Source: an optimization exercise on an open RTL-to-GDS flow (aim: small area and a short achievable clock period). Production flows keep margins and buffers that such runs may drop.
Only simulation tests tie the RTL to the original design; equivalence was not proved.

## build 49
// divider
module divider (input logic [15:0] N,D,IA0,IA1,IA2,IA3,
                input logic clk, reset, kSave, nSave, dSave, kNextSel,
                input logic [1:0] muxSelB,
                output logic [15:0] quotient, remainder);
==> flow/config.mk <==
export PLATFORM = sky130hd
export DESIGN_NAME = divider
export DESIGN_NICKNAME = divider
export VERILOG_FILES = /design/flow/design.v
export SDC_FILE = /design/flow/constraint.sdc
export NUM_CORES = 4
export LEC_CHECK = 0
export CAP_MARGIN = 20
export CORE_MARGIN = 2
export CORE_UTILIZATION = 40
export CTS_BUF_LIST = sky130_fd_sc_hd__clkbuf_8
export SLEW_MARGIN = 20
==> flow/constraint.sdc <==
create_clock -name core_clock -period 18.0 [get_ports {clk}]
set_input_delay 3.6000 -clock core_clock [delete_from_list [all_inputs] [get_ports {clk}]]
set_output_delay 3.6000 -clock core_clock [all_outputs]
set_load 0.01 [all_outputs]
standard.sh (not shown) runs the stock make flow with config.mk's settings and CLKGATE_MAP_FILE= SYNTH_SCRIPT=/design/flow/synth_recipe.tcl, a recipe that flattens the netlist after the stock synthesis.
==> flow/flow/run.sh <==
#!/bin/bash
# Own layout flow: the standard flow (standard.sh) with these changes:
#  - synthesis keeps the full-adder and half-adder modules (fa, ha) as their own modules so
#    each becomes one sky130 fa/ha cell, and extracts adders only inside them (not in the rest
#    of the logic, e.g. the final carry-lookahead adder); the netlist is then flattened and
#    renamed exactly as the standard synthesis script does;
#  - port buffers are small buf cells instead of the default delay-buffer cell;
#  - timing repair aims for extra setup margin (SETUP_SLACK_MARGIN).
set -euo pipefail
W=$PWD
export SYNTH_KEEP_MODULES="fa ha"
export BUFFER_PORTS_ARGS="-buffer_cell sky130_fd_sc_hd__buf_1"
export ABC_AREA=1
export SETUP_SLACK_MARGIN=8.4
sed 's#^  extract_fa {\*}\[dont_use_extract_fa_args\]$#  extract_fa {*}[dont_use_extract_fa_args] fa ha#' \
  "$FLOW_HOME/scripts/synth.tcl" > "$W/synth_mod.tcl"
grep -q 'extract_fa {\*}\[dont_use_extract_fa_args\] fa ha' "$W/synth_mod.tcl"
sed "s#\$::env(SCRIPTS_DIR)/synth.tcl#$W/synth_mod.tcl#" "$W/synth_recipe.tcl" > "$W/own_synth.tcl"
grep -q "source $W/synth_mod.tcl" "$W/own_synth.tcl"
sed "s#SYNTH_SCRIPT=[^ ]*#SYNTH_SCRIPT=$W/own_synth.tcl#" "$W/standard.sh" > "$W/own_standard.sh"
grep -q "SYNTH_SCRIPT=$W/own_synth.tcl" "$W/own_standard.sh"
bash "$W/own_standard.sh" > "$W/standard_flow.log" 2>&1
Changes in build 29 relative to build 49:
- setting GPL_TIMING_DRIVEN to 1 for the first time
diff --git a/flow/flow/run.sh b/flow/flow/run.sh
--- a/flow/flow/run.sh
+++ b/flow/flow/run.sh
@@ -6,0 +7,2 @@
+#  - the remaining logic is mapped with flow/abc.script (ABC map with area recovery, no
+#    buffering or sizing: the layout's repair sizes cells with real wire loads);
@@ -17,0 +20,4 @@
+# abc: our own mapping script (flow/abc.script) in place of ORFS's
+sed -i 's#^  log_cmd abc {\*}\$abc_args$#  set abc_args [lreplace $abc_args 1 1 $::env(OWN_ABC_SCRIPT)]\n&#' "$W/synth_mod.tcl"
+grep -q 'OWN_ABC_SCRIPT' "$W/synth_mod.tcl"
+export OWN_ABC_SCRIPT="$W/flow/abc.script"
==> flow/flow/abc.script (new file) <==
strash
dch
map -B 0.9
topo
stime -c
==> run notes <==
Having completed the whole flow, build 29 delivered a layout that passed the timing, design-rule and antenna checks. Compared with build 49, in build 29 final area went down 1.2%, share of the cycle needed by the critical path after routing lost 0.20 points. Netlist area before placement is lower on build 29.
What build 14 does differently from build 29 at the input level:
- removing GPL_TIMING_DRIVEN (formerly 1)
Results
Build 14: no failed stages, no open violations at the end. Build 14 against build 29: clock sink count stayed essentially flat, H-tree depth stayed essentially flat, die area stayed essentially flat. Build 14 -> build 29: multi-input gate area in the final layout delta 0, exact match.
### build 14 -> build 6
==> flow/flow/abc.script <==
strash
dch
map -D 2000
topo
stime -c
Findings:
- | setup slack | build 6 vs build 14 | worse |
- From build 14 to build 6 the numbers moved as follows: met3 track utilization from global routing held steady; sum of routed wire length over all layers grew by 10%; area growth from synthesis to final layout grew by 6.4 points.
- Looking at post-detailed-placement cell area across build 6 and build 14, the one that comes out higher is build 6.
- The higher sequential share of layout area of build 6 and build 14 is in build 14.

re-timing with driven ports:
In the flow no input, the clock included, has a driving cell. The finished layouts below were timed again as built, in two steps.
Step 1 sets driving cells, clkbuf_16 on the clock port and buf_2 on the other inputs (assumed; they add their load-dependent delay and slew).
Step 2 also shifts input and output timing later by t, the mid clock arrival at the registers, as if the neighbouring blocks saw the same clock.
Slacks: ideal / step 1 / step 2; pairs: ideal / step 1.
| run | t, ns | setup slack, ns | latest minus earliest clock arrival (ns) | worst register clock-pin slew, ns |
|---|---|---|---|---|
| build 49 | 0.372 | 8.792 / 8.800 / 8.427 | 0.013 / 0.013 | 0.07 / 0.07 |
| build 29 | 0.370 | 8.828 / 8.834 / 8.464 | 0.015 / 0.015 | 0.08 / 0.08 |
| build 14 | 0.370 | 8.828 / 8.834 / 8.464 | 0.015 / 0.015 | 0.08 / 0.08 |
| build 6 | 0.366 | 8.637 / 8.644 / 8.278 | 0.012 / 0.011 | 0.08 / 0.08 |
After both steps every run listed still meets setup and hold. The setup slack of build 49, which loses most, moves by +0.008 ns with the drivers and by -0.365 ns with both steps.
